What follows belongs to an exercise in optimizing a design on an open flow for small area; a production flow would make more cautious choices. Only simulation tests tie the RTL to the original design; equivalence was not proved. Power figures rest on the tool's default switching activity, not on a simulated workload.

==> flow/design.v, too long to show whole: its modules and the start of the top module <==
// module mul32_cs: 1462 lines
// module vdp_cs: 730 lines
// module CPU: 296 lines
module CPU(
    input           clk_i,
    input           DataOrReg,
    input [4:0]     address,
    input [7:0]     instr_i,
    input           reset,
    input [1:0]     vout_addr,
    output reg[7:0] value_o,
    output          is_positive,
    output reg[2:0] easter_egg
);
  // ...
==> flow/run.sh <==
#!/bin/bash
# synth_recipe.tcl (not shown) runs the flow's synth.tcl, then flattens the netlist and writes it again
# the make line also repeats each setting of config.mk as NAME=value (left out here)
make -C /OpenROAD-flow-scripts/flow DESIGN_CONFIG=/design/flow/config.mk WORK_HOME=/design/flow/orfs CLKGATE_MAP_FILE= SYNTH_SCRIPT=/design/flow/synth_recipe.tcl finish
==> flow/config.mk <==
export PLATFORM = sky130hd
export DESIGN_NAME = CPU
export DESIGN_NICKNAME = CPU
export VERILOG_FILES = /design/flow/design.v
export SDC_FILE = /design/flow/constraint.sdc
export NUM_CORES = 8
export LEC_CHECK = 0
export CAP_MARGIN = 20
export CORE_MARGIN = 2
export CORE_UTILIZATION = 45
export PLACE_DENSITY = 0.55
export SETUP_SLACK_MARGIN = 0.2
export SLEW_MARGIN = 20
==> flow/constraint.sdc <==
create_clock -name core_clock -period 15.0 [get_ports {clk_i}]
set_input_delay 3.0000 -clock core_clock [delete_from_list [all_inputs] [get_ports {clk_i}]]
set_output_delay 3.0000 -clock core_clock [all_outputs]
set_load 0.01 [all_outputs]
==> flow_metrics.py, run 1 <==
metrics = {
    "power": {
        "comb_cell_power_w": 0.00118,
        "swShare_pct": 26.7,
    },
    "floorplanning": {
        "fp-row-count": 229,
        "dieWidth_um": 628,
        "coreArea_mm2": 0.389,
    },
    "drt": {
        "via_count": 154000,
        "route.detailed.drc": 0,
        "dr_wl_met3_mm": 149,
        "wl_per_cell_um": 48.0,
        "antenna_left": 1,
    },
    "worst_setup_path": {
        "cp-end-kind": "output port",
        "r2r_slack_ns": 4.02,
        "cp-start-kind": "register",
    },
    "logic_synthesis": {
        "ys_ff_latch": 3617,
        "synth_cell_type_count": 96,
        "synthXorXnorAreaFrac_pct": 1.29,
        "yosysWarnings": 5,
        "synth_common_cells": "edfxtp_1 (2944), a22oi_1 (1356), nor2_1 (975), nand2_1 (903), inv_1 (713)",
    },
    "layout": {
        "fin_area_mm2": 0.206,
        "final_cell_mix": "edfxtp_1 (2944), inv_1 (1887), a22oi_1 (1356)",
        "nMultiInputCombCells": 8406,
        "inverters": 727,
        "seq_share_pct": 50.5,
        "largest_class": "registers",
        "reg_top3": "im (1792), rf (1024), dm (256)",
    },
    "timing": {
        "timing.hold.ws_ns": 0.354,
        "relSlewSlack_pct": 8.18,
        "setup_tns_ns": 0,
        "tightest_slew_ns": 1.37,
    },
    "status": {
        "so_faults": "antenna rules",
        "status": "failed layout checks",
    },
    "global_route": {
        "grt_max_degree": 164,
        "grt_first_pass_wirelength_mm": 1300,
        "busiest_layer": "met2",
    },
    "worst_hold_path": {
        "hp-start": "ex_branch",
    },
    "clock_tree": {
        "cts_buffers": 397,
    },
}
==> module CPU, before the edit <==
module CPU(
    input           clk_i,
    input           DataOrReg,
    input [4:0]     address,
    input [7:0]     instr_i,
    input           reset,
    input [1:0]     vout_addr,
    output reg[7:0] value_o,
    output          is_positive,
    output reg[2:0] easter_egg
);
localparam C_OTH = 3'd0, C_ADDI = 3'd1, C_R = 3'd2, C_BR = 3'd3,
           C_LW  = 3'd4, C_SW   = 3'd5, C_VEC = 3'd6;
reg        flag;
reg        start_i;
reg [1:0]  ld_cnt;
reg [5:0]  ld_wa;
reg [1:0]  ld_quad;
reg [5:0]  ld_ar;
reg [7:0]  ld_byte;
always @(posedge clk_i or posedge reset) begin
    if (reset) begin
        flag    <= 1'b0;
        start_i <= 1'b0;
        ld_cnt  <= 2'd0;
        ld_wa   <= 6'd0;
    end else begin
        flag   <= (instr_i == 8'hFE) | (flag & (instr_i != 8'hFF));
        if (flag & (instr_i == 8'hFF)) start_i <= 1'b1;
        ld_cnt <= ld_cnt + {1'b0, flag};
        if (ld_cnt == 2'd3) ld_wa <= ld_wa + 6'd1;
    end
end
always @(posedge clk_i) begin
    ld_quad <= ~ld_cnt;
    ld_ar   <= ld_wa;
    ld_byte <= instr_i;
end
localparam [7:0] EGG1 = 8'b0000_1101, EGG2 = 8'b0011_0110, EGG3 = 8'b1001_1010;
reg       e_flag;
reg [2:0] e_cnt;
always @(posedge clk_i or posedge reset) begin
    if (reset) begin
        e_flag <= 1'b0;
        e_cnt  <= 3'd0;
    end else begin
        e_flag <= (instr_i == 8'hAA) | (e_flag & (e_cnt != 3'd7));
        if (e_flag) e_cnt <= e_cnt + 3'd1;
    end
end
always @(posedge clk_i) begin
    easter_egg <= e_flag ? {EGG3[~e_cnt], EGG2[~e_cnt], EGG1[~e_cnt]} : 3'b000;
end
function [2:0] op_class(input [6:0] op);
    case (op)
        7'b0010011: op_class = C_ADDI;
        7'b0110011: op_class = C_R;
        7'b1100011: op_class = C_BR;
        7'b0000011: op_class = C_LW;
        7'b0100011: op_class = C_SW;
        7'b1010111: op_class = C_VEC;
        default:    op_class = C_OTH;
    endcase
endfunction
reg  [27:0] im   [0:63];
reg  [63:0] im_v;
wire [3:0]  ld_lane = 4'b0001 << ld_quad;
wire [27:0] im_wd = { ld_lane[3] ? ld_byte : 8'd0,
                      ld_lane[2] ? ld_byte : 8'd0,
                      ld_lane[1] ? ld_byte : 8'd0,
                      ld_lane[0] ? {ld_byte[7], op_class(ld_byte[6:0])} : 4'd0 };
genvar gw;
generate
for (gw = 0; gw < 64; gw = gw + 1) begin : g_im
    wire sel = flag & (ld_ar == gw);
    always @(posedge clk_i) begin
        if (sel & (ld_lane[3] | ~im_v[gw])) im[gw][27:20] <= im_wd[27:20];
        if (sel & (ld_lane[2] | ~im_v[gw])) im[gw][19:12] <= im_wd[19:12];
        if (sel & (ld_lane[1] | ~im_v[gw])) im[gw][11:4]  <= im_wd[11:4];
        if (sel & (ld_lane[0] | ~im_v[gw])) im[gw][3:0]   <= im_wd[3:0];
    end
    always @(posedge clk_i or posedge reset) begin
        if (reset)    im_v[gw] <= 1'b0;
        else if (sel) im_v[gw] <= 1'b1;
    end
end
endgenerate
reg  [31:2] pc;
reg         pc_flag;
reg  [27:0] id_inst;
reg  [12:0] id_off;          
reg         ex_regwrite, ex_memread, ex_memwrite, ex_branch;
reg  [31:0] ex_a, ex_b;
reg  [11:0] ex_imm;
reg  [4:0]  ex_rd;
reg         ex_alusrc;
reg         ex_sub, ex_mul, ex_or, ex_and;
reg  [1:0]  ex_vc;           
reg         ex_vec;
reg  [1:0]  ex_fa, ex_fb;    
reg         mem_regwrite, mem_memread, mem_memwrite, mem_branch;
reg  [31:0] mem_alu, mem_res;    
reg  [4:0]  mem_rd;
reg         wb_regwrite;
reg  [31:0] wb_data;
reg  [4:0]  wb_rd;
reg  [3:0]  vs0, vs1;
wire        hazard = ex_memread;
wire [5:0]  f_idx  = pc[7:2];
wire [27:0] f_inst = im_v[f_idx] ? im[f_idx] : 28'd0;
wire [11:0] f_pcim = {f_inst[27], f_inst[3], f_inst[26:21], f_inst[7:4]};
wire [12:0] f_off  = {f_pcim[11], f_pcim} - 13'd1;
wire [31:2] pc_target = pc + {{17{id_off[12]}}, id_off};
wire [31:2] pc_next   = mem_branch ? pc_target : (pc + 30'd1);
always @(posedge clk_i or negedge start_i) begin
    if (~start_i) begin
        pc      <= 30'd0;
        pc_flag <= 1'b0;
    end else begin
        pc_flag <= pc_flag | (pc_next == 30'd62);
        if (~hazard) pc <= pc_flag ? 30'd62 : pc_next;
    end
end
wire [2:0] id_cls = id_inst[2:0];
wire       flush  = (id_cls == C_BR);
always @(posedge clk_i) begin
    if (~start_i | flush) id_inst <= 28'd0;
    else if (~hazard)     id_inst <= f_inst;
    id_off  <= f_off;
end
wire [4:0] id_rs1  = id_inst[15:11];
wire [4:0] id_rs2  = id_inst[20:16];
wire [4:0] id_rdn  = {id_inst[7:4], id_inst[3]};
wire [2:0] id_f3   = id_inst[10:8];
wire [6:0] id_f7   = id_inst[27:21];
wire [9:0] id_fn   = {id_f7, id_f3};
wire c_addi = (id_cls == C_ADDI);
wire c_r    = (id_cls == C_R);
wire c_lw   = (id_cls == C_LW);
wire c_sw   = (id_cls == C_SW);
wire c_vec  = (id_cls == C_VEC);
wire id_regwrite = c_addi | c_r | c_lw | c_vec;
wire id_brtaken  = flush & ((id_f3 == 3'b000) | (id_f3 == 3'b101) | (id_f3 == 3'b111));
wire [11:0] id_imm = c_sw ? {id_inst[27:21], id_rdn} : id_inst[27:16];
reg  [31:0] rf [0:31];
reg  [3:0]  pf [0:31];
reg  [31:0] rf_v;
wire [31:0] id_a = rf_v[id_rs1] ? rf[id_rs1] : 32'd0;
wire [31:0] id_b = rf_v[id_rs2] ? rf[id_rs2] : 32'd0;
wire fa_mem = ex_regwrite  & (ex_rd  != 5'd0) & (ex_rd  == id_rs1);
wire fa_wb  = mem_regwrite & (mem_rd != 5'd0) & (mem_rd == id_rs1);
wire fb_mem = ex_regwrite  & (ex_rd  != 5'd0) & (ex_rd  == id_rs2);
wire fb_wb  = mem_regwrite & (mem_rd != 5'd0) & (mem_rd == id_rs2);
always @(posedge clk_i or negedge start_i) begin
    if (~start_i) begin
        ex_regwrite <= 1'b0;
        ex_memread  <= 1'b0;
        ex_memwrite <= 1'b0;
        ex_branch   <= 1'b0;
    end else begin
        ex_regwrite <= ~hazard & id_regwrite;
        ex_memread  <= ~hazard & c_lw;
        ex_memwrite <= ~hazard & c_sw;
        ex_branch   <= ~hazard & id_brtaken;
    end
end
always @(posedge clk_i) begin
    ex_a      <= id_a;
    ex_b      <= id_b;
    ex_imm    <= id_imm;
    ex_rd     <= id_rdn;
    ex_alusrc <= ~(c_r | c_vec);
    ex_sub    <= c_r & (id_fn == 10'b0100000_000);
    ex_mul    <= c_r & (id_fn == 10'b0000001_000);
    ex_or     <= c_r & (id_fn == 10'b0000000_110);
    ex_and    <= c_r & (id_fn == 10'b0000000_111);
    ex_vc     <= (id_fn == 10'b0000001_001) ? 2'd1 :
                 (id_fn == 10'b0100001_000) ? 2'd2 :
                 (id_fn == 10'b0000001_110) ? 2'd3 : 2'd0;
    ex_vec    <= c_vec;
    ex_fa     <= fa_mem ? 2'd2 : fa_wb ? 2'd1 : 2'd0;
    ex_fb     <= fb_mem ? 2'd2 : fb_wb ? 2'd1 : 2'd0;
end
wire [31:0] fwd_a = ex_fa[1] ? mem_alu : ex_fa[0] ? wb_data : ex_a;
wire [31:0] fwd_b = ex_fb[1] ? mem_alu : ex_fb[0] ? wb_data : ex_b;
wire [31:0] opb   = ex_alusrc ? {{20{ex_imm[11]}}, ex_imm} : fwd_b;
wire [31:0] mul_s0, mul_s1;
mul32_cs u_mul(.a(fwd_a), .b(opb), .s0(mul_s0), .s1(mul_s1));
wire [31:0] add_x   = ex_mul ? mul_s0 : fwd_a;
wire [31:0] add_y   = ex_mul ? mul_s1 : (opb ^ {32{ex_sub}});
wire [31:0] add_out = add_x + add_y + {31'd0, ex_sub};
wire [31:0] alu_out = ex_or  ? (fwd_a | opb) :
                      ex_and ? (fwd_a & opb) : add_out;
wire [17:0] vdp_s0, vdp_s1;
vdp_cs u_vdp(.a(fwd_a), .b(opb), .s0(vdp_s0), .s1(vdp_s1));
wire [17:0] vdp_sum = vdp_s0 + vdp_s1;
wire [31:0] vdp = {{15{~vdp_sum[17]}}, vdp_sum[16:0]};
wire        vsub = ex_vc[1];
wire [31:0] opbv = opb ^ {32{vsub}};
wire [31:0] vlane = {fwd_a[31:24] + opbv[31:24] + {7'd0, vsub},
                     fwd_a[23:16] + opbv[23:16] + {7'd0, vsub},
                     fwd_a[15:8]  + opbv[15:8]  + {7'd0, vsub},
                     fwd_a[7:0]   + opbv[7:0]   + {7'd0, vsub}};
wire [3:0]  sa = {fwd_a[31], fwd_a[23], fwd_a[15], fwd_a[7]};
wire [3:0]  sb = {opb[31],   opb[23],   opb[15],   opb[7]};
wire [3:0]  over = (ex_vc == 2'd1) ? (~sa & ~sb) :
                   (ex_vc == 2'd2) ? (~sa &  sb) : 4'd0;
wire [31:0] valu = (ex_vc == 2'd3) ? vdp :
                   (ex_vc == 2'd0) ? fwd_a : vlane;
always @(posedge clk_i) begin
    vs0 <= over;
    vs1 <= vs0;
end
always @(posedge clk_i or negedge start_i) begin
    if (~start_i) begin
        mem_regwrite <= 1'b0;
        mem_memread  <= 1'b0;
        mem_memwrite <= 1'b0;
        mem_branch   <= 1'b0;
    end else begin
        mem_regwrite <= ex_regwrite;
        mem_memread  <= ex_memread;
        mem_memwrite <= ex_memwrite;
        mem_branch   <= ex_branch;
    end
end
always @(posedge clk_i) begin
    mem_alu <= ex_memwrite ? fwd_b : alu_out;
    mem_res <= ex_vec ? valu : alu_out;
    mem_rd  <= ex_rd;
end
reg  [7:0] dm [0:31];
wire [4:0] da  = mem_res[4:0];
wire [1:0] dr  = da[1:0];
wire [2:0] dw  = da[4:2];
wire [2:0] dw1 = dw + 3'd1;
wire [31:0] mem_sd = mem_alu;
wire [31:0] sd_rot = (dr == 2'd0) ? mem_sd :
                     (dr == 2'd1) ? {mem_sd[23:0], mem_sd[31:24]} :
                     (dr == 2'd2) ? {mem_sd[15:0], mem_sd[31:16]} :
                                    {mem_sd[7:0],  mem_sd[31:8]};
genvar gb;
generate
for (gb = 0; gb < 32; gb = gb + 1) begin : g_dm
    localparam [1:0] LJ = gb % 4;
    localparam [2:0] WJ = gb / 4;
    wire we = mem_memwrite & ((LJ >= dr) ? (dw == WJ) : (dw1 == WJ));
    always @(posedge clk_i or posedge reset) begin
        if (reset)   dm[gb] <= 8'd0;
        else if (we) dm[gb] <= sd_rot[8*LJ +: 8];
    end
end
endgenerate
wire [7:0] ln0 = dm[{(2'd0 < dr) ? dw1 : dw, 2'd0}];
wire [7:0] ln1 = dm[{(2'd1 < dr) ? dw1 : dw, 2'd1}];
wire [7:0] ln2 = dm[{(2'd2 < dr) ? dw1 : dw, 2'd2}];
wire [7:0] ln3 = dm[{dw, 2'd3}];
wire [31:0] lanes = {ln3, ln2, ln1, ln0};
wire [31:0] ld_data = (dr == 2'd0) ? lanes :
                      (dr == 2'd1) ? {lanes[7:0],  lanes[31:8]} :
                      (dr == 2'd2) ? {lanes[15:0], lanes[31:16]} :
                                     {lanes[23:0], lanes[31:24]};
always @(posedge clk_i or negedge start_i) begin
    if (~start_i) wb_regwrite <= 1'b0;
    else          wb_regwrite <= mem_regwrite;
end
always @(posedge clk_i) begin
    wb_data <= mem_memread ? ld_data : mem_res;
    wb_rd   <= mem_rd;
end
genvar gr;
generate
for (gr = 0; gr < 32; gr = gr + 1) begin : g_rf
    wire we = wb_regwrite & (wb_rd == gr);
    always @(negedge clk_i) begin
        if (we) begin
            rf[gr] <= wb_data;
            pf[gr] <= vs1;
        end
    end
    always @(negedge clk_i or posedge reset) begin
        if (reset)   rf_v[gr] <= 1'b0;
        else if (we) rf_v[gr] <= 1'b1;
    end
end
endgenerate
wire [31:0] ro_reg  = rf[address];
wire [7:0]  ro_rb   = rf_v[address] ? ro_reg[8*vout_addr +: 8] : 8'd0;
wire [3:0]  ro_pf   = pf[address];
assign is_positive  = rf_v[address] & ro_pf[vout_addr];
wire [4:0]  ro_da   = address + {3'd0, vout_addr};
wire [7:0]  ro_db   = dm[ro_da];
always @(*) begin
    value_o = DataOrReg ? ro_rb : ro_db;
end
endmodule
==> run 2: changes to the inputs <==
--- a/flow/design.v
+++ b/flow/design.v
@@ -2203,6 +2203,40 @@
 );
 localparam C_OTH = 3'd0, C_ADDI = 3'd1, C_R = 3'd2, C_BR = 3'd3,
            C_LW  = 3'd4, C_SW   = 3'd5, C_VEC = 3'd6;
+function [29:0] inc30(input [29:0] x);
+    integer i; reg c;
+    begin
+        c = 1'b1;
+        for (i = 0; i < 30; i = i + 1) begin inc30[i] = x[i] ^ c; c = x[i] & c; end
+    end
+endfunction
+function [29:0] add30(input [29:0] x, input [29:0] y);
+    integer i; reg c;
+    begin
+        c = 1'b0;
+        for (i = 0; i < 30; i = i + 1) begin
+            add30[i] = x[i] ^ y[i] ^ c;
+            c = (x[i] & y[i]) | (x[i] & c) | (y[i] & c);
+        end
+    end
+endfunction
+function [7:0] add8(input [7:0] x, input [7:0] y, input ci);
+    integer i; reg c;
+    begin
+        c = ci;
+        for (i = 0; i < 8; i = i + 1) begin
+            add8[i] = x[i] ^ y[i] ^ c;
+            c = (x[i] & y[i]) | (x[i] & c) | (y[i] & c);
+        end
+    end
+endfunction
+function [12:0] dec13(input [12:0] x);
+    integer i; reg b;
+    begin
+        b = 1'b1;
+        for (i = 0; i < 13; i = i + 1) begin dec13[i] = x[i] ^ b; b = ~x[i] & b; end
+    end
+endfunction
 reg        flag;
 reg        start_i;
 reg [1:0]  ld_cnt;
@@ -2301,9 +2335,9 @@
 wire [5:0]  f_idx  = pc[7:2];
 wire [27:0] f_inst = im_v[f_idx] ? im[f_idx] : 28'd0;
 wire [11:0] f_pcim = {f_inst[27], f_inst[3], f_inst[26:21], f_inst[7:4]};
-wire [12:0] f_off  = {f_pcim[11], f_pcim} - 13'd1;
-wire [31:2] pc_target = pc + {{17{id_off[12]}}, id_off};
-wire [31:2] pc_next   = mem_branch ? pc_target : (pc + 30'd1);
+wire [12:0] f_off  = dec13({f_pcim[11], f_pcim});
+wire [31:2] pc_target = add30(pc, {{17{id_off[12]}}, id_off});
+wire [31:2] pc_next   = mem_branch ? pc_target : inc30(pc);
 always @(posedge clk_i or negedge start_i) begin
     if (~start_i) begin
         pc      <= 30'd0;
@@ -2389,10 +2423,10 @@
 wire [31:0] vdp = {{15{~vdp_sum[17]}}, vdp_sum[16:0]};
 wire        vsub = ex_vc[1];
 wire [31:0] opbv = opb ^ {32{vsub}};
-wire [31:0] vlane = {fwd_a[31:24] + opbv[31:24] + {7'd0, vsub},
-                     fwd_a[23:16] + opbv[23:16] + {7'd0, vsub},
-                     fwd_a[15:8]  + opbv[15:8]  + {7'd0, vsub},
-                     fwd_a[7:0]   + opbv[7:0]   + {7'd0, vsub}};
+wire [31:0] vlane = {add8(fwd_a[31:24], opbv[31:24], vsub),
+                     add8(fwd_a[23:16], opbv[23:16], vsub),
+                     add8(fwd_a[15:8],  opbv[15:8],  vsub),
+                     add8(fwd_a[7:0],   opbv[7:0],   vsub)};
 wire [3:0]  sa = {fwd_a[31], fwd_a[23], fwd_a[15], fwd_a[7]};
 wire [3:0]  sb = {opb[31],   opb[23],   opb[15],   opb[7]};
 wire [3:0]  over = (ex_vc == 2'd1) ? (~sa & ~sb) :
==> flow/config.mk (replaced) <==
export PLATFORM = sky130hd
export DESIGN_NAME = CPU
export DESIGN_NICKNAME = CPU
export VERILOG_FILES = /design/flow/design.v
export SDC_FILE = /design/flow/constraint.sdc
export NUM_CORES = 8
export LEC_CHECK = 0
export CAP_MARGIN = 30
export CORE_MARGIN = 2
export CORE_UTILIZATION = 30
export CTS_CLUSTER_DIAMETER = 80
export CTS_CLUSTER_SIZE = 18
export PLACE_DENSITY = 0.36
export SETUP_SLACK_MARGIN = 0.5
export SLEW_MARGIN = 30
==> flow_metrics.py, run 2 <==
metrics = {
    "floorplanning": {
        "dieHeight_um": 767,
        "ios": 30,
        "die-area_mm2": 0.588,
        "dieWidth_um": 767,
        "initial_core_util_pct": 30.1,
        "coreArea_mm2": 0.581,
        "fp-row-count": 280,
    },
    "drt": {
        "drtIter0Drc": 24500,
        "antenna_left": 0,
        "wl_per_cell_um": 48.3,
        "via_per_inst": 6.42,
        "drt-pass1-iter-count": 9,
        "via_count": 147000,
        "route.detailed.drc": 0,
        "drt-total-wl_mm": 1100,
    },
    "global_route": {
        "globalRouteOverflowTotal": 0,
        "antenna_found_initial": 77,
        "grtUsageTotal_pct": 36.3,
        "grt_first_pass_wirelength_mm": 1420,
        "grt_pass1_vias": 143000,
        "grt_max_degree": 84,
    },
    "logic_synthesis": {
        "synthCells": 13300,
        "synthTopCellsByArea": "edfxtp_1 (51%), fa_1 (7.8%), dfrtp_1 (5.4%), a22oi_1 (4.3%), a221oi_1 (3.9%)",
        "yosysMostFrequentCell": "edfxtp_1",
        "async_reset_ff_share_pct": 11.2,
        "synth_top_cell_by_area": "edfxtp_1",
        "yosysSeqAreaShare_pct": 59.5,
        "synth_top_area_share_pct": 50.6,
        "syn_area_mm2": 0.175,
        "synth-edff-count": 2944,
        "ys_ff_latch": 3617,
        "yosysWarnings": 5,
        "ys.flop_type": "edfxtp_1",
        "syn_area_per_cell_um2": 13.2,
        "syn_nets": 14100,
        "synth_common_cells": "edfxtp_1 (2944), nor2_1 (1047), a22oi_1 (997), a221oi_1 (773), a22o_1 (750)",
        "synth_cell_type_count": 86,
    },
    "place": {
        "dpl.hpwl_mm": 711,
        "port_buffers": 29,
        "globalplace.congestion": 0.977,
    },
    "timing": {
        "rsz0062_at_grt": "false",
        "timing.hold.ws_ns": 0.354,
        "hold_viol_final": 0,
        "tightest_slew_ns": 1.20,
        "finalSetupViolCount": 0,
        "relSlewSlack_pct": 19.9,
        "setup_tns_ns": 0,
        "final_max_slew_viol_count": 0,
        "skew_ns": 0.106,
    },
    "worst_setup_path": {
        "r2r_slack_ns": 1.90,
        "cp-end-kind": "output port",
        "required_ns": 12.00,
        "arrival_ns": 11.57,
        "critPathMaxFanout": 3,
        "rr_worst_depth": 32,
        "crit_family": "simple AND/OR/NAND/NOR gates",
        "max_stage_delay_ns": 0.57,
        "critical_path_class": "reg -> out",
        "slowest_stage": "clkdlybuf4s50_1",
        "path_buf_inv": 1,
        "cp_num_cells": 8,
        "worstPathCellList": "a22o_1 > a221oi_1 > nand4_1 > nor3_1 > nor2_1 > nor3_4 > o32ai_2 > clkdlybuf4s50_1",
        "cp-start-kind": "register",
    },
    "status": {
        "status": "finished clean",
    },
    "power": {
        "p_leak_nw": 75.5,
        "p_per_area_mw_per_mm2": 109,
        "finalPower_w": 0.0224,
        "vdd_drop_max_v": 0.000106,
    },
    "clock_tree": {
        "cts.sinks": 3617,
        "cts_tree": "yes",
        "clk_latency_ns": 1.00,
        "hold_buffers": 0,
        "cts_root_buffer": "clkbuf_16",
        "clk_pin_slew_ns": 0.08,
        "clk_path_buf_depth": 4,
        "h-tree-depth": 5,
        "cts_buffers": 295,
    },
    "layout": {
        "syn_to_final_growth_pct": 17.9,
        "final_cell_mix": "edfxtp_1 (2944), inv_1 (1897), a22oi_1 (997)",
        "largest_reg_flops": 1792,
        "final_layout_size_suffix_gt1_share_pct": 14.7,
        "reg_top3": "im (1792), rf (1024), dm (256)",
        "regMostFlops": "im",
        "layout_commonest_cell": "edfxtp_1",
        "final_nets": 15600,
        "fill_cells": 56800,
    },
    "flow_run": {
        "maxCapViolCount": 0,
    },
    "worst_hold_path": {
        "hold_class": "reg -> reg",
        "min_path_cells": 0,
    },
}
[run 2: cell types whose count changed in the layout (fill, tap and decap cells not counted), moves of 72 or more]
cell,previous run,this run
a221oi_1,602,764
a22o_1,595,750
a22oi_1,1356,997
buf_4,753,850
clkbuf_16,405,304
nand2_1,901,665
nand3_1,156,265
nor2_1,774,846
[run 2: per-layer routing]
| layer | global-route usage (%) | vias up | routed length (µm) |
|---|---|---|---|
| met5 | 0.0487 | - | 92 |
| met4 | 21.6 | 12 | 79400 |
| met3 | 9.52 | 3451 | 107000 |
| met2 | 57.1 | 11700 | 499000 |
| met1 | 44.9 | 76800 | 417000 |
| li1 | - | 54700 | - |
[run 2: worst paths after layout]
check	start	to
worst max-delay path	rf[31][8]	value_o[0]
worst min-delay path	ex_branch	mem_branch
worst max register to register	pc[4]	pc_flag
worst min register to register	ex_branch	mem_branch
max in group asynchronous	reset	rf_v[19]
min in group asynchronous	start_i	pc[30]
[run 2: cell families after synthesis]
group	count (synthesis)	share of synthesized area (%)
buffers and inverters	1607	3.51
AOI/OAI and AO/OA	3752	16.3
xor gates and xnor gates	198	1.03
muxes	489	3.49
adders and majority gates	825	8.82
DFF	3617	59.5
and+or+nand+nor	2781	7.29
[run 2: repair_timing]
action | in CTS | in global routing
setup buffers | 0 | 5
pin swaps | 7 | 11
gates resized for setup | 34 | 13
endpoints found under the hold margin | 0 | 0
setup endpoints to repair | 7 | 6
[run 2: area by class of cell]
class                           instances  area [µm²]  area share, %
Clock inverter                       1331        6610           3.21
Inverter                              757        2850           1.38
Timing Repair Buffer                  922        7600           3.69
Sequential cell                      3617      104000           50.5
Tap cell                             7755        9700           4.71
Multi-Input combinational cell       8045       67200           32.7
Antenna cell                           84         210          0.102
Clock buffer                          323        7690           3.74
[run 2: stage by stage]
stage	util (%)	std cells	setup WS (ns)	instance area, µm²
floorplan	-	13300	-0.235	175000
global placement	32.7	21100	0.364	190000
global route	35.4	22800	0.508	206000
detailed placement	32.9	21100	0.570	191000
finish	35.5	22800	0.431	206000
CTS	35.4	22700	0.380	205000
[run 2: report_power, final]
| group | leakage (nW) | switching [W] | internal (W) |
|---|---|---|---|
| combinational | 29.8 | 0.000947 | 0.000175 |
| clock | 11.0 | 0.00533 | 0.00462 |
| sequential | 34.8 | 0.0000839 | 0.0112 |
| total | 75.5 | 0.00637 | 0.0160 |
[run 2: worst reg2reg max path, delay by kind of cell (launching register included)]
| kind | cells | cell delay [ns] |
|---|---|---|
| flip-flops | 1 | 0.72 |
| AO/OA/AOI/OAI | 2 | 0.32 |
| AND/OR/NAND/NOR | 3 | 0.60 |
| buffers and inverters | 1 | 0.57 |
| adder cells (fa/ha/maj) | 26 | 10.80 |
==> run 3: changes to the inputs <==
==> flow/flow/run.sh (new file) <==
#!/bin/bash
# Layout flow: the standard ORFS flow (standard.sh, standard synthesis
# unchanged), with these changes to how the layout is made:
#  - clock tree synthesis without dummy loads (sink cluster size and
#    diameter as in config.mk);
#  - antenna repair after global routing with a ratio margin
#    (flow/grt_hook.tcl), and up to 10 antenna repair passes after
#    detailed routing;
#  - every input and output port still gets its own buffer, but a plain
#    buf_2 instead of the default choice, a slow delay buffer.
# The full output of the flow goes to flow.log in the work folder; ORFS
# keeps each step's own log under orfs/logs/.
set -euo pipefail
work=$(pwd)
export CTS_ARGS="-sink_clustering_enable -repair_clock_nets -dont_use_dummy_load -sink_clustering_size 18 -sink_clustering_max_diameter 80"
export BUFFER_PORTS_ARGS="-buffer_cell sky130_fd_sc_hd__buf_2"
export PRE_GLOBAL_ROUTE_TCL="$work/flow/grt_hook.tcl"
bash standard.sh MAX_REPAIR_ANTENNAS_ITER_DRT=10 finish > "$work/flow.log" 2>&1
==> flow/flow/grt_hook.tcl (new file) <==
# Sourced before global routing (PRE_GLOBAL_ROUTE_TCL). The antenna repair
# after global routing works on estimated wires; give it a ratio margin so
# that fewer violations are left for the slower repair after detailed
# routing.
rename repair_antennas grt_hook_repair_antennas
proc repair_antennas {args} {
  return [grt_hook_repair_antennas {*}$args -ratio_margin 20]
}
==> flow/standard.sh (new file) <==
#!/bin/bash
# synth_recipe.tcl (not shown) runs the flow's synth.tcl, then flattens the netlist and writes it again
# the make line also repeats each setting of config.mk as NAME=value (left out here)
make -C /OpenROAD-flow-scripts/flow DESIGN_CONFIG=/design/flow/config.mk WORK_HOME=/design/flow/orfs CLKGATE_MAP_FILE= SYNTH_SCRIPT=/design/flow/synth_recipe.tcl "${@:-finish}"
--- a/flow/config.mk
+++ b/flow/config.mk
@@ -7,9 +7,9 @@
 export LEC_CHECK = 0
 export CAP_MARGIN = 30
 export CORE_MARGIN = 2
-export CORE_UTILIZATION = 30
+export CORE_UTILIZATION = 45
 export CTS_CLUSTER_DIAMETER = 80
 export CTS_CLUSTER_SIZE = 18
-export PLACE_DENSITY = 0.36
+export PLACE_DENSITY = 0.55
 export SETUP_SLACK_MARGIN = 0.5
 export SLEW_MARGIN = 30
removed: flow/run.sh
==> flow_metrics.py, run 3 <==
metrics = {
    "power": {
        "p_per_area_mw_per_mm2": 101,
        "vdd_drop_max_v": 0.000269,
        "switchingPower_w": 0.00547,
        "p_leak_nw": 72.7,
        "seqPwrFrac_pct": 56.3,
        "finalPower_w": 0.0201,
        "swShare_pct": 27.3,
        "p_int_w": 0.0146,
        "clockPowerShare_pct": 38.2,
        "power_frac_comb_pct": 5.5,
    },
    "layout": {
        "multiInputGateArea_mm2": 0.0675,
        "final_cell_mix": "edfxtp_1 (2944), inv_1 (1890), a22oi_1 (997)",
        "layout_commonest_cell": "edfxtp_1",
        "reg_top3": "im (1792), rf (1024), dm (256)",
        "regArea_mm2": 0.104,
        "final_layout_size_suffix_gt1_share_pct": 13.0,
        "regMostFlops": "im",
        "syn_to_final_growth_pct": 13.2,
        "largest_reg_flops": 1792,
        "fill_cells": 33600,
        "final_nets": 15400,
    },
    "logic_synthesis": {
        "yosysWarnings": 5,
        "yosysMostFrequentCell": "edfxtp_1",
        "syn_nets": 14100,
        "synth-edff-count": 2944,
        "synthCells": 13300,
        "async_reset_ff_share_pct": 11.2,
        "yosysSeqAreaShare_pct": 59.5,
        "synth_top_cell_by_area": "edfxtp_1",
        "syn_area_mm2": 0.175,
        "synth_common_cells": "edfxtp_1 (2944), nor2_1 (1047), a22oi_1 (997), a221oi_1 (773), a22o_1 (750)",
        "syn_area_per_cell_um2": 13.2,
        "synth_top_area_share_pct": 50.6,
        "synth_cell_type_count": 86,
        "ys.flop_type": "edfxtp_1",
        "synthTopCellsByArea": "edfxtp_1 (51%), fa_1 (7.8%), dfrtp_1 (5.4%), a22oi_1 (4.3%), a221oi_1 (3.9%)",
        "ys_ff_latch": 3617,
    },
    "drt": {
        "route.detailed.drc": 0,
        "via_per_inst": 7.51,
        "wl_per_cell_um": 49.3,
        "via_count": 149000,
        "drtIter0Drc": 33000,
        "drt-total-wl_mm": 981,
        "antenna_left": 0,
        "drt-pass1-iter-count": 12,
    },
    "worst_hold_path": {
        "hold_class": "reg -> reg",
    },
    "worst_setup_path": {
        "slowest_stage": "a21oi_2",
        "critical_path_class": "reg -> out",
        "worstPathCellList": "a22o_1 > a221oi_1 > nand4_1 > nor3_1 > nor3_1 > a21oi_2 > buf_4 > nor2_1 > a21oi_2 > o32ai_1 > buf_2",
        "critPathMaxFanout": 3,
        "cp-start-kind": "register",
        "max_stage_delay_ns": 0.51,
        "cp-end-kind": "output port",
        "required_ns": 12.00,
        "arrival_ns": 11.86,
    },
    "global_route": {
        "grtUsageTotal_pct": 48.9,
        "globalRouteOverflowTotal": 0,
        "grt_pass1_vias": 142000,
        "grt_max_degree": 78,
        "grt_first_pass_wirelength_mm": 1280,
        "antenna_found_initial": 128,
    },
    "floorplanning": {
        "dieHeight_um": 627,
        "die-area_mm2": 0.393,
        "ios": 30,
        "coreArea_mm2": 0.386,
        "fp-row-count": 228,
        "dieWidth_um": 627,
        "initial_core_util_pct": 45.2,
    },
    "timing": {
        "setup_slack_ns": 0.141,
        "tightest_slew_ns": 1.24,
        "skew_ns": 0.149,
        "final_max_slew_viol_count": 0,
        "finalSetupViolCount": 0,
        "rsz0062_at_grt": "true",
        "hold_viol_final": 0,
        "relSlewSlack_pct": 17.3,
    },
    "place": {
        "dpl.hpwl_mm": 618,
        "port_buffers": 29,
        "dp_slack_ns": 1.07,
        "globalplace.congestion": 1.02,
    },
    "clock_tree": {
        "cts_root_buffer": "clkbuf_16",
        "clk_latency_ns": 1.10,
        "cts_tree": "yes",
        "cts.sinks": 3617,
        "h-tree-depth": 4,
        "clk_path_buf_depth": 4,
        "hold_buffers": 0,
        "cts_buffers": 239,
        "clk_pin_slew_ns": 0.08,
        "cts_setup_buffers": 0,
    },
    "status": {
        "status": "finished clean",
    },
    "flow_run": {
        "maxCapViolCount": 0,
    },
}
[run 3: metal layers]
metal  GRT usage [%]  share of wire [%]  vias up
met5           0.309              0.043        -
met4            37.5                9.9       48
met3            18.9                 15     4566
met2            69.8                 41    15800
met1            59.7                 34    74900
li1                -                  -    54000
[run 3: timing repair]
item                                   CTS  global route
gates resized for setup                  5             4
setup endpoints to repair                6             6
pin swaps                                0             1
endpoints found under the hold margin    0             0
[run 3: cell families after synthesis]
kind of cell | share of synthesized area [%]
AO/OA/AOI/OAI | 16.3
XOR/XNOR | 1.03
adder cells (fa/ha/maj) | 8.82
buffers and inverters | 3.51
flip-flops | 59.5
multiplexers | 3.49
AND/OR/NAND/NOR | 7.29
[run 3: critical path: cells and delay by family, from the launching register on]
family                 cells  cell delay, ns
buffers and inverters      2            0.46
AND/OR/NAND/NOR            4            0.69
flip-flops                 1            0.43
AO/OA/AOI/OAI              5            1.82
[run 3: layout make-up]
| cell class | count | share of cell area, % |
|---|---|---|
| flip-flops and latches | 3617 | 52.6 |
| multi-input cells | 8045 | 34.2 |
| inverters | 757 | 1.44 |
| well taps | 5175 | 3.28 |
| diodes | 126 | 0.160 |
| clock inverters | 1152 | 2.19 |
| repair buffers | 787 | 3.17 |
| clock buffers | 239 | 3.03 |
[run 3: stage by stage]
step	TNS, ns	instances	util, %	cell area [µm²]	hold slack [ns]
3_3_place_gp	0	18400	48.1	186000	0.325
3_5_place_dp	0	18400	48.4	187000	0.339
5_1_grt	0	19800	51.2	197000	0.365
6_report	0	19900	51.2	198000	0.350
2_1_floorplan	-7.51	13300	-	175000	0.310
4_1_cts	0	19800	51.1	197000	0.351
[run 3: power by group through the flow]
stage / Sequential [W] / Combinational (W) / Clock [W]
after detailed placement: 0.0115 / 0.00104 / 0.000454
final: 0.0113 / 0.00110 / 0.00767
after CTS: 0.0113 / 0.00104 / 0.00759
after floorplan: 0.0115 / 0.000491 / 0.000454
after global placement: 0.0115 / 0.000984 / 0.000454
after global routing: 0.0113 / 0.00112 / 0.00813
[run 3: final timing paths]
check	cells after the start	endpoint	from	slack (ns)
max in group asynchronous	3	rf_v[8]	reset	4.58
min reg2reg	0	vs1[3]	vs0[3]	0.35
max reg2reg	38	pc_flag	pc[2]	2.12
min in group asynchronous	1	ex_regwrite	start_i	0.59
max	11	value_o[7]	rf[2][15]	0.14
min	0	vs1[3]	vs0[3]	0.35
==> run 4: changes to the inputs <==
--- a/flow/config.mk
+++ b/flow/config.mk
@@ -7,9 +7,9 @@
 export LEC_CHECK = 0
 export CAP_MARGIN = 30
 export CORE_MARGIN = 2
-export CORE_UTILIZATION = 45
+export CORE_UTILIZATION = 30
 export CTS_CLUSTER_DIAMETER = 80
 export CTS_CLUSTER_SIZE = 18
-export PLACE_DENSITY = 0.55
+export PLACE_DENSITY = 0.36
 export SETUP_SLACK_MARGIN = 0.5
 export SLEW_MARGIN = 30
==> flow_metrics.py, run 4 <==
metrics = {
    "place": {
        "globalplace.congestion": 0.960,
        "place_inst": 21100,
        "dp_slack_ns": 1.30,
        "dpl.hpwl_mm": 715,
        "port_buffers": 29,
        "placed_area_mm2": 0.191,
    },
    "clock_tree": {
        "cts.sinks": 3617,
        "cts_buffers": 292,
        "clk_pin_slew_ns": 0.07,
        "cts_tree": "yes",
        "clk_path_buf_depth": 4,
        "cts_root_buffer": "clkbuf_16",
        "clk_latency_ns": 1.05,
        "h-tree-depth": 5,
    },
    "floorplanning": {
        "dieHeight_um": 767,
        "coreArea_mm2": 0.581,
        "initial_core_util_pct": 30.1,
        "die-area_mm2": 0.588,
        "ios": 30,
        "dieWidth_um": 767,
        "fp-row-count": 280,
    },
    "worst_setup_path": {
        "critPathLaunch": "rf[31][19]",
        "max_stage_delay_ns": 0.64,
        "rr_startpoint": "pc[4]",
        "cp-end-kind": "output port",
        "required_ns": 12.00,
        "critPathMaxFanout": 3,
        "slowest_stage": "nor4_1",
        "worstPathCellList": "a22o_1 > a221oi_1 > nand3_1 > nor4_1 > nor3_1 > nor2_2 > nor2_1 > o21ai_0 > buf_4 > o31ai_1 > buf_2",
        "arrival_ns": 11.56,
        "cp-start-kind": "register",
        "critical_path_class": "reg -> out",
    },
    "timing": {
        "relSlewSlack_pct": 19.7,
        "timing.hold.ws_ns": 0.339,
        "skew_ns": 0.155,
        "tightest_slew_ns": 1.20,
        "finalSetupViolCount": 0,
        "final_max_slew_viol_count": 0,
        "hold_viol_final": 0,
        "setup_slack_ns": 0.439,
        "rsz0062_at_grt": "true",
    },
    "flow_run": {
        "maxCapViolCount": 0,
    },
    "logic_synthesis": {
        "yosysSeqAreaShare_pct": 59.5,
        "synth_cell_type_count": 86,
        "synthTopCellsByArea": "edfxtp_1 (51%), fa_1 (7.8%), dfrtp_1 (5.4%), a22oi_1 (4.3%), a221oi_1 (3.9%)",
        "yosysWarnings": 5,
        "syn_nets": 14100,
        "ys.flop_type": "edfxtp_1",
        "syn_area_mm2": 0.175,
        "synth_top_area_share_pct": 50.6,
        "synthCells": 13300,
        "synth_common_cells": "edfxtp_1 (2944), nor2_1 (1047), a22oi_1 (997), a221oi_1 (773), a22o_1 (750)",
        "yosysMostFrequentCell": "edfxtp_1",
        "ys_ff_latch": 3617,
        "syn_area_per_cell_um2": 13.2,
        "synth_top_cell_by_area": "edfxtp_1",
        "async_reset_ff_share_pct": 11.2,
        "synth-edff-count": 2944,
    },
    "layout": {
        "fin_area_mm2": 0.203,
        "regMostFlops": "im",
        "final_nets": 15600,
        "syn_to_final_growth_pct": 16.3,
        "final_cell_mix": "edfxtp_1 (2944), inv_1 (1890), a22oi_1 (997)",
        "final_layout_size_suffix_gt1_share_pct": 13.7,
        "reg_top3": "im (1792), rf (1024), dm (256)",
        "layout_commonest_cell": "edfxtp_1",
        "instances_no_fill": 22600,
        "largest_reg_flops": 1792,
    },
    "worst_hold_path": {
        "hp-start": "vs0[0]",
        "hold_class": "reg -> reg",
    },
    "drt": {
        "drt-total-wl_mm": 1120,
        "dr_wl_met3_mm": 110,
        "route.detailed.drc": 0,
        "drtIter0Drc": 25800,
        "via_count": 146000,
        "via_per_inst": 6.45,
        "antenna_left": 0,
        "wl_per_cell_um": 49.4,
        "wl_met1_mm": 421,
        "met2WireLength_mm": 502,
        "drt-pass1-iter-count": 14,
        "routed.top_layer": "met5",
    },
    "power": {
        "p_leak_nw": 74.1,
        "vdd_drop_max_v": 0.000110,
        "finalPower_w": 0.0210,
        "p_per_area_mw_per_mm2": 103,
    },
    "global_route": {
        "grtUsageTotal_pct": 36.8,
        "grt_pass1_vias": 142000,
        "grt_first_pass_wirelength_mm": 1440,
        "antenna_found_initial": 191,
        "grt_max_degree": 67,
        "globalRouteOverflowTotal": 0,
    },
    "status": {
        "status": "finished clean",
    },
}
## run 4: cell counts after synthesis
No cell type changed its count.
## run 4: path summary, 6_finish.rpt
path | to | slack (ns) | depth (start not counted)
max reg2reg | pc_flag | 1.95 | 32
max in group asynchronous | rf_v[31] | 4.36 | 3
min | vs1[0] | 0.34 | 0
min reg2reg | vs1[0] | 0.34 | 0
min in group asynchronous | pc[10] | 0.85 | 1
max | value_o[3] | 0.44 | 11
## run 4: report_power, final
part / leakage, nW / total, W / internal (W) / switching (W)
clock network: 9.74 / 0.00857 / 0.00385 / 0.00472
logic: 29.6 / 0.00113 / 0.000172 / 0.000953
registers: 34.8 / 0.0113 / 0.0112 / 0.0000765
## run 4: cell type report
type	instances	area [µm²]
fill	57200	378000
sequential	3617	104000
multi-input combinational	8045	67200
tap	7755	9700
timing repair buffer	912	7460
clock buffer	292	7310
clock inverter	1152	4320
inverter	757	2850
antenna	88	220
## run 4: cell families after synthesis
kind of cell	synth area share [%]
XOR/XNOR	1.03
flip-flops	59.5
adder cells (fa/ha/maj)	8.82
multiplexers	3.49
buffers and inverters	3.51
AND/OR/NAND/NOR	7.29
AO/OA/AOI/OAI	16.3
## run 4: critical path: cells and delay by family, from the launching register on
family | cells | cell delay, ns
compound gates | 4 | 0.81
flops | 1 | 0.42
simple gates | 5 | 1.46
buf+inv | 2 | 0.38
## run 4: per-stage QoR
step | util, % | setup TNS (ns)
2_1_floorplan | - | -7.51
6_report | 35.0 | 0
5_1_grt | 34.9 | 0
4_1_cts | 34.9 | 0
3_5_place_dp | 32.9 | 0
3_3_place_gp | 32.7 | 0
## run 4: per-layer routing
metal	vias up	global-route usage, %
met5	-	0.195
met4	44	22.2
met3	3374	9.48
met2	11700	57.7
met1	76400	45.6
li1	54400	-
## run 4: repair_timing
action,4_1_cts,5_1_grt
gates resized for setup,3,4
cloned,0,0
endpoints found under the setup margin,4,4
setup buffers,1,0
pin swaps,0,0
endpoints found under the hold margin,0,0
hold buffers,0,0
==> run 5: changes to the inputs <==
--- a/flow/design.v
+++ b/flow/design.v
@@ -2230,6 +2230,17 @@
         end
     end
 endfunction
+function [16:0] add16c(input [15:0] x, input [15:0] y, input ci);
+    integer i; reg c;
+    begin
+        c = ci;
+        for (i = 0; i < 16; i = i + 1) begin
+            add16c[i] = x[i] ^ y[i] ^ c;
+            c = (x[i] & y[i]) | (x[i] & c) | (y[i] & c);
+        end
+        add16c[16] = c;
+    end
+endfunction
 function [12:0] dec13(input [12:0] x);
     integer i; reg b;
     begin
@@ -2414,7 +2425,10 @@
 mul32_cs u_mul(.a(fwd_a), .b(opb), .s0(mul_s0), .s1(mul_s1));
 wire [31:0] add_x   = ex_mul ? mul_s0 : fwd_a;
 wire [31:0] add_y   = ex_mul ? mul_s1 : (opb ^ {32{ex_sub}});
-wire [31:0] add_out = add_x + add_y + {31'd0, ex_sub};
+wire [16:0] add_lo  = add16c(add_x[15:0],  add_y[15:0],  ex_sub);
+wire [16:0] add_hi0 = add16c(add_x[31:16], add_y[31:16], 1'b0);
+wire [16:0] add_hi1 = add16c(add_x[31:16], add_y[31:16], 1'b1);
+wire [31:0] add_out = {add_lo[16] ? add_hi1[15:0] : add_hi0[15:0], add_lo[15:0]};
 wire [31:0] alu_out = ex_or  ? (fwd_a | opb) :
                       ex_and ? (fwd_a & opb) : add_out;
 wire [17:0] vdp_s0, vdp_s1;
--- a/flow/config.mk
+++ b/flow/config.mk
@@ -7,9 +7,9 @@
 export LEC_CHECK = 0
 export CAP_MARGIN = 30
 export CORE_MARGIN = 2
-export CORE_UTILIZATION = 30
+export CORE_UTILIZATION = 45
 export CTS_CLUSTER_DIAMETER = 80
 export CTS_CLUSTER_SIZE = 18
-export PLACE_DENSITY = 0.36
+export PLACE_DENSITY = 0.55
 export SETUP_SLACK_MARGIN = 0.5
 export SLEW_MARGIN = 30
==> flow_metrics.py, run 5 <==
metrics = {
    "worst_setup_path": {
        "crit_top_cell": "nand4_1",
        "worstPathCellList": "a22o_1 > a221oi_1 > nand4_1 > o31ai_1 > o221ai_2 > nand4_1 > o21ai_0 > buf_2",
        "rr_worst_depth": 32,
        "required_ns": 12.00,
        "arrival_ns": 11.68,
        "critPathMaxFanout": 3,
        "slowest_stage": "o31ai_1",
        "critical_path_class": "reg -> out",
        "cp-start-kind": "register",
        "cp-end-kind": "output port",
        "max_stage_delay_ns": 0.49,
    },
    "floorplanning": {
        "coreArea_mm2": 0.386,
        "fp-row-count": 228,
        "dieWidth_um": 626,
        "dieHeight_um": 626,
        "initial_core_util_pct": 45.2,
        "die-area_mm2": 0.392,
        "ios": 30,
    },
    "place": {
        "place_inst": 18300,
        "globalplace.congestion": 1.08,
        "dpl.hpwl_mm": 623,
        "port_buffers": 29,
    },
    "logic_synthesis": {
        "synth_top_cell_by_area": "edfxtp_1",
        "async_reset_ff_share_pct": 11.2,
        "yosysMostFrequentCell": "edfxtp_1",
        "synth_cell_type_count": 91,
        "synthCells": 13200,
        "synthTopCellsByArea": "edfxtp_1 (51%), fa_1 (7.9%), dfrtp_1 (5.4%), a22oi_1 (4.5%), a22o_1 (3.9%)",
        "yosysSeqAreaShare_pct": 59.6,
        "synth-edff-count": 2944,
        "synth_common_cells": "edfxtp_1 (2944), a22oi_1 (1038), nor2_1 (962), a22o_1 (780), a221oi_1 (777)",
        "ys_ff_latch": 3617,
        "syn_nets": 14000,
        "syn_area_mm2": 0.174,
        "ys.flop_type": "edfxtp_1",
        "syn_area_per_cell_um2": 13.3,
        "synth_top_area_share_pct": 50.7,
        "yosysWarnings": 5,
    },
    "timing": {
        "timing.hold.ws_ns": 0.347,
        "finalSetupViolCount": 0,
        "hold_viol_final": 0,
        "relSlewSlack_pct": 15.2,
        "final_max_slew_viol_count": 0,
        "rsz0062_at_grt": "false",
        "skew_ns": 0.172,
        "tightest_slew_ns": 1.27,
    },
    "clock_tree": {
        "cts_root_buffer": "clkbuf_16",
        "cts.sinks": 3617,
        "clk_latency_ns": 1.06,
        "cts_buffers": 240,
        "cts_tree": "yes",
        "clk_pin_slew_ns": 0.07,
        "cts_setup_buffers": 0,
        "clk_path_buf_depth": 4,
        "h-tree-depth": 4,
    },
    "power": {
        "seqPwrFrac_pct": 56.5,
        "p_leak_nw": 73.5,
        "clockPowerShare_pct": 38.3,
        "swShare_pct": 27.2,
        "power_frac_comb_pct": 5.2,
        "p_int_w": 0.0146,
        "switchingPower_w": 0.00544,
        "vdd_drop_max_v": 0.000142,
        "p_per_area_mw_per_mm2": 101,
    },
    "drt": {
        "drt-total-wl_mm": 986,
        "drtIter0Drc": 33200,
        "via_per_inst": 7.55,
        "via_count": 150000,
        "wl_per_cell_um": 49.8,
        "route.detailed.drc": 0,
        "antenna_left": 0,
        "drt-pass1-iter-count": 17,
    },
    "global_route": {
        "met1_usage_pct": 59.7,
        "grt_pass1_vias": 141000,
        "grtUsageTotal_pct": 49.3,
        "grt_first_pass_wirelength_mm": 1290,
        "busiest_layer": "met2",
        "globalRouteOverflowTotal": 0,
        "grt_max_degree": 74,
        "grt_use_met2_pct": 70.6,
        "antenna_found_initial": 143,
        "met3_usage_pct": 19.1,
    },
    "layout": {
        "largest_reg_flops": 1792,
        "regMostFlops": "im",
        "final_cell_mix": "edfxtp_1 (2944), inv_1 (1880), a22oi_1 (1038)",
        "fill_cells": 33700,
        "syn_to_final_growth_pct": 13.2,
        "layout_commonest_cell": "edfxtp_1",
        "reg_top3": "im (1792), rf (1024), dm (256)",
        "final_nets": 15300,
        "final_layout_size_suffix_gt1_share_pct": 13.2,
        "instances_no_fill": 19800,
    },
    "worst_hold_path": {
        "min_path_cells": 0,
        "hold_class": "reg -> reg",
    },
    "status": {
        "status": "finished clean",
    },
    "flow_run": {
        "maxCapViolCount": 0,
    },
}
-- run 5: cell types whose count changed after synthesis, moves of 15 or more --
cell      before   now
nor2_1      1047   962
a22o_1       750   780
a222oi_1      91    41
xnor2_1      147   106
nand2_1      667   699
nand3_1      265   219
a22oi_1      997  1038
a21oi_1      523   480
nand2b_1     123   100
o21a_1        54    39
-- run 5: layer usage --
metal	up-vias	share of wire, %
li1	53700	-
met1	74900	34
met2	16000	42
met3	4843	15
met4	56	9.9
met5	-	0.048
-- run 5: layout make-up --
cell class | count | area, µm² | share of cell area, %
Timing Repair Buffer | 784 | 6300 | 3.19
Sequential cell | 3617 | 104000 | 52.7
Clock inverter | 1152 | 4320 | 2.19
Tap cell | 5175 | 6470 | 3.28
Multi-Input combinational cell | 7936 | 67200 | 34.0
Clock buffer | 240 | 6010 | 3.04
Inverter | 751 | 2820 | 1.43
Antenna cell | 141 | 353 | 0.179
-- run 5: through the flow --
stage	TNS (ns)	utilization (%)	power [W]	area [µm²]	setup WS [ns]
global placement	0	48.2	0.0129	186000	0.835
floorplan	-7.51	-	0.0124	174000	-0.235
detailed placement	0	48.3	0.0130	186000	0.968
CTS	0	51.0	0.0199	197000	0.627
global route	0	51.1	0.0205	197000	0.542
finish	0	51.2	0.0200	197000	0.324
-- run 5: power by group through the flow --
stage               clock, W  sequential (W)  combinational, W
finish               0.00766          0.0113           0.00104
global route         0.00813          0.0113           0.00106
CTS                  0.00756          0.0113          0.000992
detailed placement  0.000454          0.0115          0.000992
global placement    0.000454          0.0115          0.000937
floorplan           0.000454          0.0115          0.000464
-- run 5: cell families (layout without fill, tap and decap cells) --
logic type	after synthesis	after routing	share of synthesized area [%]
buf+inv	1605	2927	3.50
other cells	0	141	0
simple gates	2692	2692	7.10
xor+xnor	161	161	0.896
flops	3617	3617	59.6
fa+ha+maj	825	825	8.89
mux	494	494	3.54
compound gates	3764	3764	16.5
-- run 5: worst paths after layout --
| path | endpoint | start | slack [ns] |
|---|---|---|---|
| min reg2reg | ex_rd[0] | id_inst[3] | 0.35 |
| max reg2reg | mem_res[27] | ex_fb[1] | 1.90 |
| max in group asynchronous | rf_v[5] | reset | 4.17 |
| min in group asynchronous | pc[2] | start_i | 0.68 |
| min | ex_rd[0] | id_inst[3] | 0.35 |
| max | value_o[5] | rf[23][21] | 0.32 |
-- run 5: repair_timing --
item / in CTS / in global routing
setup endpoints to repair: 2 / 0
hold buffers: 0 / 0
resized for setup: 4 / 0
-- run 5: worst max-delay path: cells and delay by family (launching register included) --
family / cells / cell delay [ns]
compound gates: 5 / 1.82
simple gates: 2 / 0.65
flops: 1 / 0.42
buf+inv: 1 / 0.27
==> run 6: changes to the inputs <==
--- a/flow/flow/run.sh
+++ b/flow/flow/run.sh
@@ -12,7 +12,7 @@
 # keeps each step's own log under orfs/logs/.
 set -euo pipefail
 work=$(pwd)
-export CTS_ARGS="-sink_clustering_enable -repair_clock_nets -dont_use_dummy_load -sink_clustering_size 18 -sink_clustering_max_diameter 80"
+export CTS_ARGS="-sink_clustering_enable -repair_clock_nets -dont_use_dummy_load -sink_clustering_size 21 -sink_clustering_max_diameter 85"
 export BUFFER_PORTS_ARGS="-buffer_cell sky130_fd_sc_hd__buf_2"
 export PRE_GLOBAL_ROUTE_TCL="$work/flow/grt_hook.tcl"
 bash standard.sh MAX_REPAIR_ANTENNAS_ITER_DRT=10 finish > "$work/flow.log" 2>&1
--- a/flow/config.mk
+++ b/flow/config.mk
@@ -8,8 +8,8 @@
 export CAP_MARGIN = 30
 export CORE_MARGIN = 2
 export CORE_UTILIZATION = 45
-export CTS_CLUSTER_DIAMETER = 80
-export CTS_CLUSTER_SIZE = 18
+export CTS_CLUSTER_DIAMETER = 85
+export CTS_CLUSTER_SIZE = 21
 export PLACE_DENSITY = 0.55
-export SETUP_SLACK_MARGIN = 0.5
+export SETUP_SLACK_MARGIN = 0.4
 export SLEW_MARGIN = 30
==> flow_metrics.py, run 6 <==
metrics = {
    "floorplanning": {
        "dieWidth_um": 626,
        "die-area_mm2": 0.392,
        "dieHeight_um": 626,
        "fp-row-count": 228,
        "initial_core_util_pct": 45.2,
        "coreArea_mm2": 0.386,
        "ios": 30,
    },
    "worst_setup_path": {
        "rr_worst_depth": 32,
        "critical_path_class": "reg -> out",
        "rr_startpoint": "ex_fb[1]",
        "r2r_end": "mem_res[27]",
        "critPathLaunch": "rf[27][9]",
        "endpoint": "value_o[1]",
        "r2r_slack_ns": 1.88,
        "arrival_ns": 11.66,
        "required_ns": 12.00,
        "cp-start-kind": "register",
        "critPathMaxFanout": 3,
        "cp-end-kind": "output port",
    },
    "timing": {
        "final_max_slew_viol_count": 0,
        "skew_ns": 0.171,
        "rsz0062_at_grt": "false",
        "setup_slack_ns": 0.342,
        "finalSetupViolCount": 0,
        "timing.hold.ws_ns": 0.368,
        "relSlewSlack_pct": 19.0,
        "tightest_slew_ns": 1.22,
        "hold_viol_final": 0,
    },
    "layout": {
        "instances_no_fill": 19800,
        "final_cell_mix": "edfxtp_1 (2944), inv_1 (1880), a22oi_1 (1038)",
        "syn_to_final_growth_pct": 12.8,
        "final_nets": 15300,
        "layout_commonest_cell": "edfxtp_1",
        "reg_top3": "im (1792), rf (1024), dm (256)",
        "regMostFlops": "im",
        "final_layout_size_suffix_gt1_share_pct": 13.1,
        "fin_area_mm2": 0.197,
        "largest_reg_flops": 1792,
    },
    "logic_synthesis": {
        "syn_area_per_cell_um2": 13.3,
        "ys.flop_type": "edfxtp_1",
        "synthTopCellsByArea": "edfxtp_1 (51%), fa_1 (7.9%), dfrtp_1 (5.4%), a22oi_1 (4.5%), a22o_1 (3.9%)",
        "syn_nets": 14000,
        "ys_ff_latch": 3617,
        "synthCells": 13200,
        "synth-edff-count": 2944,
        "yosysWarnings": 5,
        "yosysMostFrequentCell": "edfxtp_1",
        "synth_top_cell_by_area": "edfxtp_1",
        "syn_area_mm2": 0.174,
        "synth_cell_type_count": 91,
        "synth_common_cells": "edfxtp_1 (2944), a22oi_1 (1038), nor2_1 (962), a22o_1 (780), a221oi_1 (777)",
        "synth_top_area_share_pct": 50.7,
        "async_reset_ff_share_pct": 11.2,
        "yosysSeqAreaShare_pct": 59.6,
    },
    "flow_run": {
        "maxCapViolCount": 0,
    },
    "clock_tree": {
        "cts_tree": "yes",
        "clk_path_buf_depth": 4,
        "cts.sinks": 3617,
        "cts_setup_buffers": 0,
        "h-tree-depth": 4,
        "clk_latency_ns": 1.05,
        "cts_buffers": 213,
        "clk_pin_slew_ns": 0.08,
        "cts_root_buffer": "clkbuf_16",
    },
    "power": {
        "p_leak_nw": 73.2,
        "p_per_area_mw_per_mm2": 99.8,
        "vdd_drop_max_v": 0.000154,
    },
    "worst_hold_path": {
        "hold_class": "reg -> reg",
    },
    "global_route": {
        "grt_max_degree": 74,
        "grtUsageTotal_pct": 49.2,
        "globalRouteOverflowTotal": 0,
        "grt_pass1_vias": 140000,
        "grt_first_pass_wirelength_mm": 1280,
        "antenna_found_initial": 130,
    },
    "drt": {
        "via_per_inst": 7.54,
        "antenna_left": 0,
        "wl_per_cell_um": 49.8,
        "drt-pass1-iter-count": 17,
        "route.detailed.drc": 0,
        "drt-total-wl_mm": 985,
        "via_count": 149000,
        "drtIter0Drc": 33200,
    },
    "place": {
        "place_inst": 18300,
        "dp_slack_ns": 0.968,
        "port_buffers": 29,
        "placed_area_mm2": 0.186,
        "dpl.hpwl_mm": 623,
        "globalplace.congestion": 1.08,
    },
    "status": {
        "status": "finished clean",
    },
}
## run 6: how the worst min path moves through the flow
stage	to	cells past startpoint	from	slack [ns]
after floorplan	vs1[0]	0	vs0[0]	0.31
after global placement	mem_branch	0	ex_branch	0.35
after detailed placement	mem_branch	0	ex_branch	0.34
after CTS	mem_branch	0	ex_branch	0.37
after global routing	ex_rd[3]	0	id_inst[6]	0.38
final	mem_branch	0	ex_branch	0.37
## run 6: per-stage QoR
stage | power (W) | TNS, ns | util, %
5_1_grt | 0.0201 | 0 | 50.9
3_3_place_gp | 0.0129 | 0 | 48.2
6_report | 0.0196 | 0 | 51.0
2_1_floorplan | 0.0124 | -7.51 | -
3_5_place_dp | 0.0130 | 0 | 48.3
4_1_cts | 0.0195 | 0 | 50.8
## run 6: cell families (layout without fill, tap and decap cells)
kind of cell | after synthesis | in the layout | synth area share, %
AO/OA/AOI/OAI | 3764 | 3764 | 16.5
XOR/XNOR | 161 | 161 | 0.896
adder cells (fa/ha/maj) | 825 | 825 | 8.89
buffers and inverters | 1605 | 2899 | 3.50
flip-flops | 3617 | 3617 | 59.6
multiplexers | 494 | 494 | 3.54
other | 0 | 134 | 0
AND/OR/NAND/NOR | 2692 | 2692 | 7.10
## run 6: report_power, final
group / internal [W] / switching (W)
Combinational: 0.000150 / 0.000890
Sequential: 0.0112 / 0.000102
Clock: 0.00292 / 0.00435
Total: 0.0143 / 0.00535
## run 6: layer usage
metal / vias to the layer above / wire (µm) / track usage (%)
li1: 53600 / - / -
met1: 74700 / 331000 / 59.7
met4: 42 / 101000 / 38.4
met3: 4826 / 144000 / 18.9
met5: - / 513 / 0.173
met2: 15900 / 409000 / 70.4
## run 6: worst max-delay path: stages (launching register included)
cell	delay (ns)
edfxtp_1	0.42
a22o_1	0.23
a221oi_1	0.39
nand4_1	0.21
o221ai_2	0.44
o21ai_1	0.42
o22ai_2	0.50
o32ai_1	0.29
buf_2	0.23
## run 6: what timing repair did
item / in CTS / in global routing
gates resized for setup: 3 / 1
setup endpoints to repair: 1 / 1
hold buffers: 0 / 0
## run 6: area by class of cell
type                            count  area (µm²)
Clock buffer                      213        5330
Clock inverter                   1152        4320
Inverter                          751        2820
Timing Repair Buffer              783        6280
Tap cell                         5175        6470
Fill cell                       33800      189000
Multi-Input combinational cell   7936       67200
Antenna cell                      134         335
Sequential cell                  3617      104000
==> run 7: changes to the inputs <==
--- a/flow/config.mk
+++ b/flow/config.mk
@@ -7,9 +7,9 @@
 export LEC_CHECK = 0
 export CAP_MARGIN = 30
 export CORE_MARGIN = 2
-export CORE_UTILIZATION = 45
+export CORE_UTILIZATION = 50
 export CTS_CLUSTER_DIAMETER = 85
 export CTS_CLUSTER_SIZE = 21
-export PLACE_DENSITY = 0.55
+export PLACE_DENSITY = 0.6
 export SETUP_SLACK_MARGIN = 0.4
 export SLEW_MARGIN = 30
==> flow_metrics.py, run 7 <==
metrics = {
    "status": {
        "status": "finished clean",
    },
    "layout": {
        "instances_no_fill": 19200,
        "fin_area_mm2": 0.196,
        "largest_reg_flops": 1792,
        "final_nets": 15300,
        "syn_to_final_growth_pct": 12.2,
        "final_layout_size_suffix_gt1_share_pct": 12.9,
        "reg_top3": "im (1792), rf (1024), dm (256)",
        "layout_commonest_cell": "edfxtp_1",
        "regMostFlops": "im",
        "final_cell_mix": "edfxtp_1 (2944), inv_1 (1879), a22oi_1 (1038)",
    },
    "clock_tree": {
        "clk_pin_slew_ns": 0.08,
        "cts_tree": "yes",
        "cts_buffers": 206,
        "cts_setup_buffers": 0,
        "clk_path_buf_depth": 4,
        "h-tree-depth": 4,
        "cts.sinks": 3617,
        "hold_buffers": 0,
        "cts_root_buffer": "clkbuf_16",
        "clk_latency_ns": 1.08,
    },
    "worst_setup_path": {
        "crit_family": "compound AO/OA/AOI/OAI gates",
        "max_stage_delay_ns": 0.79,
        "r2r_end": "pc_flag",
        "cp-start-kind": "register",
        "arrival_ns": 11.88,
        "required_ns": 12.00,
        "path_buf_inv": 1,
        "critical_path_class": "reg -> out",
        "slowest_stage": "o21ai_0",
        "r2r_slack_ns": 1.91,
        "rr_startpoint": "pc[4]",
        "worstPathCellList": "a22o_1 > a221oi_1 > nand4_1 > nor3_1 > o22ai_1 > o21ai_0 > o32ai_1 > buf_2",
        "critPathMaxFanout": 3,
        "rr_worst_depth": 33,
        "cp-end-kind": "output port",
    },
    "global_route": {
        "grtUsageTotal_pct": 52.4,
        "grt_pass1_vias": 141000,
        "globalRouteOverflowTotal": 0,
        "antenna_found_initial": 155,
        "grt_first_pass_wirelength_mm": 1240,
        "grt_max_degree": 136,
    },
    "drt": {
        "route.detailed.drc": 0,
        "drt-pass1-iter-count": 15,
        "antenna_left": 0,
        "wl_per_cell_um": 49.3,
        "via_count": 150000,
        "drtIter0Drc": 37100,
        "drt-total-wl_mm": 944,
        "via_per_inst": 7.84,
    },
    "logic_synthesis": {
        "syn_area_per_cell_um2": 13.3,
        "yosysWarnings": 5,
        "synthTopCellsByArea": "edfxtp_1 (51%), fa_1 (7.9%), dfrtp_1 (5.4%), a22oi_1 (4.5%), a22o_1 (3.9%)",
        "async_reset_ff_share_pct": 11.2,
        "ys.flop_type": "edfxtp_1",
        "syn_nets": 14000,
        "synth_cell_type_count": 91,
        "synth_top_area_share_pct": 50.7,
        "ys_ff_latch": 3617,
        "synth_common_cells": "edfxtp_1 (2944), a22oi_1 (1038), nor2_1 (962), a22o_1 (780), a221oi_1 (777)",
        "synthCells": 13200,
        "synth_top_cell_by_area": "edfxtp_1",
        "yosysSeqAreaShare_pct": 59.6,
        "syn_area_mm2": 0.174,
        "synth-edff-count": 2944,
        "yosysMostFrequentCell": "edfxtp_1",
    },
    "place": {
        "dpl.hpwl_mm": 587,
        "globalplace.congestion": 1.06,
        "port_buffers": 29,
        "placed_area_mm2": 0.185,
        "place_inst": 17600,
    },
    "worst_hold_path": {
        "hold_class": "reg -> reg",
        "holdPathEnd": "mem_branch",
        "min_path_cells": 0,
        "hp-start": "ex_branch",
    },
    "timing": {
        "finalSetupViolCount": 0,
        "relSlewSlack_pct": 17.0,
        "rsz0062_at_grt": "false",
        "hold_viol_final": 0,
        "timing.hold.ws_ns": 0.355,
        "final_max_slew_viol_count": 0,
        "tightest_slew_ns": 1.24,
        "skew_ns": 0.154,
    },
    "floorplanning": {
        "dieWidth_um": 595,
        "ios": 30,
        "initial_core_util_pct": 50.3,
        "dieHeight_um": 595,
        "die-area_mm2": 0.353,
        "coreArea_mm2": 0.347,
        "fp-row-count": 216,
    },
    "power": {
        "vdd_drop_max_v": 0.000250,
        "p_per_area_mw_per_mm2": 99.6,
        "p_leak_nw": 72.9,
        "finalPower_w": 0.0195,
    },
    "flow_run": {
        "maxCapViolCount": 0,
    },
}
-- run 7: cell counts after synthesis --
Identical to the previous run, type by type.
-- run 7: per-stage QoR --
step	TNS (ns)	setup slack (ns)	util, %
floorplan	-7.51	-0.235	-
global placement	0	0.970	53.3
detailed placement	0	1.35	53.5
CTS	0	0.524	56.2
global route	0	0.413	56.4
finish	0	0.125	56.4
-- run 7: final cells by class --
type | count | area [µm²]
fill | 28800 | 151000
sequential | 3617 | 104000
multi-input combinational | 7936 | 67200
timing repair buffer | 757 | 6110
tap | 4578 | 5730
clock buffer | 206 | 5150
clock inverter | 1152 | 4320
inverter | 751 | 2820
antenna | 159 | 398
-- run 7: what timing repair did --
item                                    in CTS  in global routing
gates resized for setup                      1                  1
endpoints found under the setup margin       1                  1
pin swaps                                    0                  1
-- run 7: logic make-up (layout without fill, tap and decap cells) --
kind of cell	after synthesis	after routing	synth area share (%)
AOI/OAI and AO/OA	3764	3764	16.5
xor gates and xnor gates	161	161	0.896
adders and majority gates	825	825	8.89
buffers and inverters	1605	2866	3.50
DFF	3617	3617	59.6
muxes	494	494	3.54
other	0	159	0
and+or+nand+nor	2692	2692	7.10
-- run 7: routing by layer --
layer | track usage (%) | routed length, µm | up-vias
met5 | 1.08 | 651 | -
met4 | 42.9 | 102000 | 57
met3 | 24.1 | 155000 | 5271
met2 | 72.3 | 381000 | 17100
met1 | 62.5 | 306000 | 74100
li1 | - | - | 53600
-- run 7: worst max-delay path by stage --
stage                    start    endpoint  slack [ns]  depth (start not counted)
global route        rf[31][15]  value_o[7]        0.41                          8
detailed placement   rf[29][9]  value_o[1]        1.35                          8
global placement     rf[23][9]  value_o[1]        0.97                          8
CTS                 rf[22][15]  value_o[7]        0.52                          8
floorplan                reset     rf_v[0]       -0.23                          1
finish              rf[31][15]  value_o[7]        0.12                          8
-- run 7: where the power goes --
| part | switching [W] | internal, W |
|---|---|---|
| registers | 0.0000916 | 0.0112 |
| clock network | 0.00431 | 0.00284 |
| logic | 0.000889 | 0.000152 |
